From an optimization exercise on the open Yosys and OpenROAD flow, aimed at small area; shortcuts taken in it are not production practice. Function was checked by simulation only, so behaviour that the tests miss may differ from the original.

$ cat design.v
module blk_mem_gen_0 (
    input  wire [7:0]  x,
    output reg  [14:0] sin_o,
    output reg  [14:0] cos_o
);
    always @(*)
        case (x)
            8'd0: sin_o = 15'd0;
            8'd1: sin_o = 15'd201;
            8'd2: sin_o = 15'd402;
            8'd3: sin_o = 15'd603;
            8'd4: sin_o = 15'd804;
            8'd5: sin_o = 15'd1005;
            8'd6: sin_o = 15'd1206;
            8'd7: sin_o = 15'd1407;
            8'd8: sin_o = 15'd1608;
            8'd9: sin_o = 15'd1809;
            8'd10: sin_o = 15'd2009;
            8'd11: sin_o = 15'd2210;
            8'd12: sin_o = 15'd2410;
            8'd13: sin_o = 15'd2611;
            8'd14: sin_o = 15'd2811;
            8'd15: sin_o = 15'd3012;
            8'd16: sin_o = 15'd3212;
            8'd17: sin_o = 15'd3412;
            8'd18: sin_o = 15'd3612;
            8'd19: sin_o = 15'd3811;
            8'd20: sin_o = 15'd4011;
            8'd21: sin_o = 15'd4210;
            8'd22: sin_o = 15'd4410;
            8'd23: sin_o = 15'd4609;
            8'd24: sin_o = 15'd4808;
            8'd25: sin_o = 15'd5007;
            8'd26: sin_o = 15'd5205;
            8'd27: sin_o = 15'd5404;
            8'd28: sin_o = 15'd5602;
            8'd29: sin_o = 15'd5800;
            8'd30: sin_o = 15'd5998;
            8'd31: sin_o = 15'd6195;
            8'd32: sin_o = 15'd6393;
            8'd33: sin_o = 15'd6590;
            8'd34: sin_o = 15'd6786;
            8'd35: sin_o = 15'd6983;
            8'd36: sin_o = 15'd7179;
            8'd37: sin_o = 15'd7375;
            8'd38: sin_o = 15'd7571;
            8'd39: sin_o = 15'd7767;
            8'd40: sin_o = 15'd7962;
            8'd41: sin_o = 15'd8157;
            8'd42: sin_o = 15'd8351;
            8'd43: sin_o = 15'd8545;
            8'd44: sin_o = 15'd8739;
            8'd45: sin_o = 15'd8933;
            8'd46: sin_o = 15'd9126;
            8'd47: sin_o = 15'd9319;
            8'd48: sin_o = 15'd9512;
            8'd49: sin_o = 15'd9704;
            8'd50: sin_o = 15'd9896;
            8'd51: sin_o = 15'd10087;
            8'd52: sin_o = 15'd10278;
            8'd53: sin_o = 15'd10469;
            8'd54: sin_o = 15'd10659;
            8'd55: sin_o = 15'd10849;
            8'd56: sin_o = 15'd11039;
            8'd57: sin_o = 15'd11228;
            8'd58: sin_o = 15'd11417;
            8'd59: sin_o = 15'd11605;
            8'd60: sin_o = 15'd11793;
            8'd61: sin_o = 15'd11980;
            8'd62: sin_o = 15'd12167;
            8'd63: sin_o = 15'd12353;
            8'd64: sin_o = 15'd12539;
            8'd65: sin_o = 15'd12725;
            8'd66: sin_o = 15'd12910;
            8'd67: sin_o = 15'd13094;
            8'd68: sin_o = 15'd13279;
            8'd69: sin_o = 15'd13462;
            8'd70: sin_o = 15'd13645;
            8'd71: sin_o = 15'd13828;
            8'd72: sin_o = 15'd14010;
            8'd73: sin_o = 15'd14191;
            8'd74: sin_o = 15'd14372;
            8'd75: sin_o = 15'd14553;
            8'd76: sin_o = 15'd14732;
            8'd77: sin_o = 15'd14912;
            8'd78: sin_o = 15'd15090;
            8'd79: sin_o = 15'd15269;
            8'd80: sin_o = 15'd15446;
            8'd81: sin_o = 15'd15623;
            8'd82: sin_o = 15'd15800;
            8'd83: sin_o = 15'd15976;
            8'd84: sin_o = 15'd16151;
            8'd85: sin_o = 15'd16325;
            8'd86: sin_o = 15'd16499;
            8'd87: sin_o = 15'd16673;
            8'd88: sin_o = 15'd16846;
            8'd89: sin_o = 15'd17018;
            8'd90: sin_o = 15'd17189;
            8'd91: sin_o = 15'd17360;
            8'd92: sin_o = 15'd17530;
            8'd93: sin_o = 15'd17700;
            8'd94: sin_o = 15'd17869;
            8'd95: sin_o = 15'd18037;
            8'd96: sin_o = 15'd18204;
            8'd97: sin_o = 15'd18371;
            8'd98: sin_o = 15'd18537;
            8'd99: sin_o = 15'd18703;
            8'd100: sin_o = 15'd18868;
            8'd101: sin_o = 15'd19032;
            8'd102: sin_o = 15'd19195;
            8'd103: sin_o = 15'd19357;
            8'd104: sin_o = 15'd19519;
            8'd105: sin_o = 15'd19680;
            8'd106: sin_o = 15'd19841;
            8'd107: sin_o = 15'd20000;
            8'd108: sin_o = 15'd20159;
            8'd109: sin_o = 15'd20317;
            8'd110: sin_o = 15'd20475;
            8'd111: sin_o = 15'd20631;
            8'd112: sin_o = 15'd20787;
            8'd113: sin_o = 15'd20942;
            8'd114: sin_o = 15'd21096;
            8'd115: sin_o = 15'd21250;
            8'd116: sin_o = 15'd21403;
            8'd117: sin_o = 15'd21554;
            8'd118: sin_o = 15'd21705;
            8'd119: sin_o = 15'd21856;
            8'd120: sin_o = 15'd22005;
            8'd121: sin_o = 15'd22154;
            8'd122: sin_o = 15'd22301;
            8'd123: sin_o = 15'd22448;
            8'd124: sin_o = 15'd22594;
            8'd125: sin_o = 15'd22739;
            8'd126: sin_o = 15'd22884;
            8'd127: sin_o = 15'd23027;
            8'd128: sin_o = 15'd23170;
            default: sin_o = 15'bx;
        endcase
    always @(*)
        case (x)
            8'd0: cos_o = 15'd32767;
            8'd1: cos_o = 15'd32766;
            8'd2: cos_o = 15'd32765;
            8'd3: cos_o = 15'd32761;
            8'd4: cos_o = 15'd32757;
            8'd5: cos_o = 15'd32752;
            8'd6: cos_o = 15'd32745;
            8'd7: cos_o = 15'd32737;
            8'd8: cos_o = 15'd32728;
            8'd9: cos_o = 15'd32717;
            8'd10: cos_o = 15'd32705;
            8'd11: cos_o = 15'd32692;
            8'd12: cos_o = 15'd32678;
            8'd13: cos_o = 15'd32663;
            8'd14: cos_o = 15'd32646;
            8'd15: cos_o = 15'd32628;
            8'd16: cos_o = 15'd32609;
            8'd17: cos_o = 15'd32589;
            8'd18: cos_o = 15'd32567;
            8'd19: cos_o = 15'd32545;
            8'd20: cos_o = 15'd32521;
            8'd21: cos_o = 15'd32495;
            8'd22: cos_o = 15'd32469;
            8'd23: cos_o = 15'd32441;
            8'd24: cos_o = 15'd32412;
            8'd25: cos_o = 15'd32382;
            8'd26: cos_o = 15'd32351;
            8'd27: cos_o = 15'd32318;
            8'd28: cos_o = 15'd32285;
            8'd29: cos_o = 15'd32250;
            8'd30: cos_o = 15'd32213;
            8'd31: cos_o = 15'd32176;
            8'd32: cos_o = 15'd32137;
            8'd33: cos_o = 15'd32098;
            8'd34: cos_o = 15'd32057;
            8'd35: cos_o = 15'd32014;
            8'd36: cos_o = 15'd31971;
            8'd37: cos_o = 15'd31926;
            8'd38: cos_o = 15'd31880;
            8'd39: cos_o = 15'd31833;
            8'd40: cos_o = 15'd31785;
            8'd41: cos_o = 15'd31736;
            8'd42: cos_o = 15'd31685;
            8'd43: cos_o = 15'd31633;
            8'd44: cos_o = 15'd31580;
            8'd45: cos_o = 15'd31526;
            8'd46: cos_o = 15'd31470;
            8'd47: cos_o = 15'd31414;
            8'd48: cos_o = 15'd31356;
            8'd49: cos_o = 15'd31297;
            8'd50: cos_o = 15'd31237;
            8'd51: cos_o = 15'd31176;
            8'd52: cos_o = 15'd31113;
            8'd53: cos_o = 15'd31050;
            8'd54: cos_o = 15'd30985;
            8'd55: cos_o = 15'd30919;
            8'd56: cos_o = 15'd30852;
            8'd57: cos_o = 15'd30783;
            8'd58: cos_o = 15'd30714;
            8'd59: cos_o = 15'd30643;
            8'd60: cos_o = 15'd30571;
            8'd61: cos_o = 15'd30498;
            8'd62: cos_o = 15'd30424;
            8'd63: cos_o = 15'd30349;
            8'd64: cos_o = 15'd30273;
            8'd65: cos_o = 15'd30195;
            8'd66: cos_o = 15'd30117;
            8'd67: cos_o = 15'd30037;
            8'd68: cos_o = 15'd29956;
            8'd69: cos_o = 15'd29874;
            8'd70: cos_o = 15'd29791;
            8'd71: cos_o = 15'd29706;
            8'd72: cos_o = 15'd29621;
            8'd73: cos_o = 15'd29534;
            8'd74: cos_o = 15'd29447;
            8'd75: cos_o = 15'd29358;
            8'd76: cos_o = 15'd29268;
            8'd77: cos_o = 15'd29177;
            8'd78: cos_o = 15'd29085;
            8'd79: cos_o = 15'd28992;
            8'd80: cos_o = 15'd28898;
            8'd81: cos_o = 15'd28803;
            8'd82: cos_o = 15'd28706;
            8'd83: cos_o = 15'd28609;
            8'd84: cos_o = 15'd28510;
            8'd85: cos_o = 15'd28411;
            8'd86: cos_o = 15'd28310;
            8'd87: cos_o = 15'd28208;
            8'd88: cos_o = 15'd28105;
            8'd89: cos_o = 15'd28001;
            8'd90: cos_o = 15'd27896;
            8'd91: cos_o = 15'd27790;
            8'd92: cos_o = 15'd27683;
            8'd93: cos_o = 15'd27575;
            8'd94: cos_o = 15'd27466;
            8'd95: cos_o = 15'd27356;
            8'd96: cos_o = 15'd27245;
            8'd97: cos_o = 15'd27133;
            8'd98: cos_o = 15'd27019;
            8'd99: cos_o = 15'd26905;
            8'd100: cos_o = 15'd26790;
            8'd101: cos_o = 15'd26674;
            8'd102: cos_o = 15'd26556;
            8'd103: cos_o = 15'd26438;
            8'd104: cos_o = 15'd26319;
            8'd105: cos_o = 15'd26198;
            8'd106: cos_o = 15'd26077;
            8'd107: cos_o = 15'd25955;
            8'd108: cos_o = 15'd25832;
            8'd109: cos_o = 15'd25708;
            8'd110: cos_o = 15'd25582;
            8'd111: cos_o = 15'd25456;
            8'd112: cos_o = 15'd25329;
            8'd113: cos_o = 15'd25201;
            8'd114: cos_o = 15'd25072;
            8'd115: cos_o = 15'd24942;
            8'd116: cos_o = 15'd24811;
            8'd117: cos_o = 15'd24680;
            8'd118: cos_o = 15'd24547;
            8'd119: cos_o = 15'd24413;
            8'd120: cos_o = 15'd24279;
            8'd121: cos_o = 15'd24143;
            8'd122: cos_o = 15'd24007;
            8'd123: cos_o = 15'd23870;
            8'd124: cos_o = 15'd23731;
            8'd125: cos_o = 15'd23592;
            8'd126: cos_o = 15'd23452;
            8'd127: cos_o = 15'd23311;
            8'd128: cos_o = 15'd23170;
            default: cos_o = 15'bx;
        endcase
endmodule
`timescale 1ns / 1ps
module Nco_Single_Gen(
    input wire clk,
    input wire rst_n,
    input wire ref_pps_pedge,
    input wire [15:0] init_phase,
    input wire DDS_enable,
    input wire DDS_CH_enable,
    input wire signed [7:0] DDS_scale,
    input wire [63:0] D_i,
    output wire [31:0] DDS_IQ_o
    );
    reg        en_d1;
    reg        pps_d1;
    reg        shock;
    reg [47:0] B;         
    reg [9:0]  acc_hi;    
    always @(posedge clk or negedge rst_n)
        if (!rst_n) begin
            en_d1  <= 1'b0;
            pps_d1 <= 1'b0;
            shock  <= 1'b0;
            B      <= 48'd0;
            acc_hi <= 10'd0;
        end else begin
            en_d1  <= DDS_CH_enable;
            pps_d1 <= ref_pps_pedge;
            if (DDS_CH_enable & ~en_d1)
                shock <= 1'b1;
            else if (pps_d1)
                shock <= 1'b0;
            B      <= (shock ? 48'd0 : B) + (DDS_enable ? D_i[47:0] : 48'd0);
            acc_hi <= shock ? 10'd0 : B[47:38];
        end
    reg [9:0] ph1, ph2;
    always @(posedge clk) begin
        ph1 <= acc_hi + init_phase[9:0];
        ph2 <= ph1;
    end
    wire [7:0] j = ph2[7:0];
    wire [7:0] x = j[7] ? (8'd0 - j) : j;
    wire [14:0] s_o, c_o;
    blk_mem_gen_0 rom (.x(x), .sin_o(s_o), .cos_o(c_o));
    wire swap = ph2[8] ^ j[7];
    wire [14:0] mq = swap ? c_o : s_o;
    wire [14:0] mi = swap ? s_o : c_o;
    wire sq = ph2[9];
    wire si = ph2[9] ^ ph2[8];
    wire signed [15:0] vq = sq ? -{1'b0, mq} : {1'b0, mq};
    wire signed [15:0] vi = si ? -{1'b0, mi} : {1'b0, mi};
    wire signed [15:0] oq = vq >>> DDS_scale;
    wire signed [15:0] oi = vi >>> DDS_scale;
    assign DDS_IQ_o = DDS_CH_enable ? {oq, oi} : 32'd0;
endmodule
$ cat run.sh
#!/bin/bash
# synth_recipe.tcl (not shown) runs the flow's synth.tcl, then flattens the netlist and writes it again
# the make line also repeats each setting of config.mk as NAME=value (left out here)
make -C /OpenROAD-flow-scripts/flow DESIGN_CONFIG=/design/flow/config.mk WORK_HOME=/design/flow/orfs CLKGATE_MAP_FILE= SYNTH_SCRIPT=/design/flow/synth_recipe.tcl finish
$ cat config.mk
export PLATFORM = sky130hd
export DESIGN_NAME = Nco_Single_Gen
export DESIGN_NICKNAME = Nco_Single_Gen
export VERILOG_FILES = /design/flow/design.v
export SDC_FILE = /design/flow/constraint.sdc
export NUM_CORES = 4
export LEC_CHECK = 0
export ABC_AREA = 1
export CAP_MARGIN = 20
export CORE_MARGIN = 2
export CORE_UTILIZATION = 25
export PLACE_DENSITY = 0.4
export SLEW_MARGIN = 20
export SYNTH_MEMORY_MAX_BITS = 32768
$ cat constraint.sdc
create_clock -name core_clock -period 8.0 [get_ports {clk}]
set_input_delay 1.6000 -clock core_clock [delete_from_list [all_inputs] [get_ports {clk}]]
set_output_delay 1.6000 -clock core_clock [all_outputs]
set_load 0.01 [all_outputs]
==> notes.md <==
## layer usage
metal	vias up	routed length, um
met5	-	0
met4	0	1860
met2	569	25100
li1	7799	-
met3	95	3240
met1	7343	25600
## logic make-up after synthesis
family,count (synthesis)
adder cells (fa/ha/maj),83
AND/OR/NAND/NOR,1516
buffers and inverters,346
XOR/XNOR,57
AO/OA/AOI/OAI,262
flip-flops,81
## synthesized netlist by cell type (8+ instances only)
cell	number	area share (%)
o21a_1	11	0.63
nor2_1	168	4.8
nand3_1	368	14
nand4_1	38	1.8
xor2_1	36	2.4
buf_2	32	1.2
clkbuf_1	31	0.89
ha_1	81	7.8
buf_4	13	0.75
a21oi_1	116	4.4
a31oi_1	15	0.72
nand3b_1	8	0.46
dfxtp_1	20	3.1
nand2_2	14	0.67
nand3_2	8	0.61
buf_1	14	0.40
inv_2	16	0.46
xnor2_1	21	1.4
dfrtp_1	61	12
o21ai_1	33	1.3
o21ai_0	49	1.9
nand2_1	876	25
inv_1	216	6.2
buf_6	21	1.8
o211ai_1	10	0.57
## worst max path at each step
stage / endpoint
2_1_floorplan: DDS_IQ_o[11]
3_3_place_gp: DDS_IQ_o[14]
3_5_place_dp: DDS_IQ_o[14]
4_1_cts: DDS_IQ_o[14]
5_1_grt: DDS_IQ_o[14]
6_report: DDS_IQ_o[14]
## area by class of cell
type	count	area, um^2
fillers	5997	36200
flip-flops and latches	81	1930
multi-input cells	1918	9610
repair buffers	202	1800
clock buffers	9	225
clock inverters	7	57.6
well taps	680	851
inverters	235	882
## metrics by stage
step | hold WS (ns) | utilization [%] | area, um^2
2_1_floorplan | 0.310 | - | 13100
3_3_place_gp | 0.310 | 29.2 | 15100
3_5_place_dp | 0.312 | 29.2 | 15100
4_1_cts | 0.329 | 29.8 | 15300
5_1_grt | 0.334 | 29.8 | 15300
6_report | 0.327 | 29.8 | 15300
## layout by cell type, fill, tap and decap left out, drive strengths merged, types with 36 or more instances in the layout
cell	n
buf	102
nand4	39
xor2	36
nor2	179
a21oi	116
inv	238
clkdlybuf4s50	100
ha	81
o21ai	88
nand2	897
nand3	378
dfrtp	61
## state kept, by name, indices dropped and copies added (netlist names)
signal and cells:
B 48, acc_hi 10, en_d1 1, ph1 10, ph2 10, pps_d1 1, shock 1
==> key figures <==
Logic synthesis
  – Synth Area in Simple Gates: 50.1%
  – Flip-flop and latch count after synthesis: just over 80
  – Xor-xnor portion of the synthesized cell area: 3.82%
  – Cell Area, Synth: 13100 um^2
  – Post-synthesis adder-cell area fraction: 8.06%
  – Sequential share of the synthesized area: 14.7%
  – Post-synthesis mux area share: 0%
  – Post-synthesis async set-or-reset flop share: between 70% and 80%
  – Ys Warns: 2
  – Syn Nets: 2521
  – Main combinational cell family by area after synthesis: simple AND/OR/NAND/NOR gates
  – Netlist cell types: 52
  – Synth Flop Type: dfrtp_1
  – Syn Inst Count: 2345
  – Number of enable flip-flop cells after synthesis: 0
  – Synth Area in Compound Gates: 11.5%
  – Avg Synthesized Cell Area: 5.57 um^2

Worst setup path
  – CP Buf/Inv Count: 2
  – CP peak stage delay: 0.76 ns
  – Setup CP Type: reg -> out
  – Reg2Reg Launch Point: shock
  – Worst reg2reg setup slack: 3.03 ns
  – Req. time, crit path: 6.40 ns
  – Crit path DAT: 5.73 ns
  – Critical-path maximum fanout: 9
  – CP Launch Point: ph2[7]
  – Delay-heaviest family, CP: simple AND/OR/NAND/NOR gates
  – Startpoint types: flop
  – CP endpoint kind: output port
  – Reg-to-reg endpoint: B[41]
  – Worst path slowest cell: dfxtp_1
  – Critical path depth: 32
  – R2r worst-path depth: 20
  – CP dominant cell by count: nand2_1

Routing
  – Routed wire length: 55700 um
  – WL/cell: 17.8 um
  – Vias/cell: 5.05
  – DRC: 0
  – DRT Pass-1 Iters: 6
  – Post-route ant nets: 0
  – Iter 0 DRT Violations: 1411
  – Via count: 15806

Die
  – Die Span X: 233 um
  – Initial core utilization: 25.4%
  – # rows: 83
  – Die ar.: 54100 um^2
  – Die span in y: 233 um
  – # IOs: 125
  – Core area: 51500 um^2

Status
  – Status: no timing/DRC/antenna violations

GRT
  – Initial antenna violation count: 0
  – GRT overflow: 0
  – Vias in the first global route: 15520
  – M2 GR Usage: about a third
  – GR Util met3: 1.43%
  – Most Used Layer, Global Route: met2
  – First-pass GRT wire length: a little under 90000 um
  – Largest net degree at the start of global routing: 67
  – Routing usage on met1: 28.5%
  – GRT Total Usage: 20.7%

CTS
  – CTS Sinks: slightly above 80
  – Root buf cell: clkbuf_16
  – CTS clk-pin slew, worst paths: 0.07 ns
  – CTS tree: built
  – Clk latency of the worst-skew pair: about 0.35 ns
  – Post-CTS setup buffer count: 0
  – CTS Buf Count: 9
  – Max clock buf depth: 2
  – CTS-repair resized insts: 0
  – CTS H-tree depth: 3
  – Hold buffers post-CTS: 0

Timing
  – Final setup viols: 0
  – RSZ-0062 raised after global routing: no
  – Clk_skew: 0.00761 ns
  – Post-route minimum period: about 7.3 ns
  – Worst-Margin Slew: 0.995 ns
  – Slew Limit Fails: 0
  – Aggregate negative setup slack: 0 ns
  – Final WS setup: between 0.6 and 0.7 ns
  – Fmax: 136 MHz
  – Final hold vios: 0
  – Slew headroom: 33.6%
  – Final worst-path cycle share: 91.6%

Placed design
  – Setup WS pre-CTS: 1.12 ns
  – Total placed cells including tap cells: 3116
  – RD Place Congestion: 0.958
  – Detail Placement HPWL: 43700 um
  – Port buffer count: 102

Cells and area
  – Non-Filler Instances: 3132
  – N_diodes: 0
  – Fin nets: 2623
  – Area growth syn-to-layout: 17.5%
  – Layout cells sized above 1: 7.71%

Run
  – Max-Cap Viols: 0

Worst hold path
  – Worst hold start: ph1[8]
  – Worst-case hold path end point: ph2[8]
  – HP Class: reg -> reg
  – Min-Delay Path Depth: 0

==> separate check: timing with driven ports <==
Ports are ideal in the flow. The routed layout listed here was re-timed in OpenROAD. Step 1: set_driving_cell puts a clkbuf_16 on clk and a buf_2 on each other input, an assumption about the parent block. Step 2 times the ports against the registers' clock, not the clock port: input delays grow and output delays shrink by t, the midpoint of the rising clock arrivals with the driver on. Three values: no drivers, after step 1, after step 2; two values: the first two.
t, ns: 0.384
setup WS [ns]: 0.672 / 0.633 / 1.016
hold WS [ns]: 0.327 / 0.327 / 0.327
slew at the worst register clock pin (ns): 0.07 / 0.07
worst slew at a driven data input, ns: 0.04
After both steps setup and hold are still met in this run. The setup slack of this run moves by -0.039 ns with the drivers and by +0.344 ns with both steps.
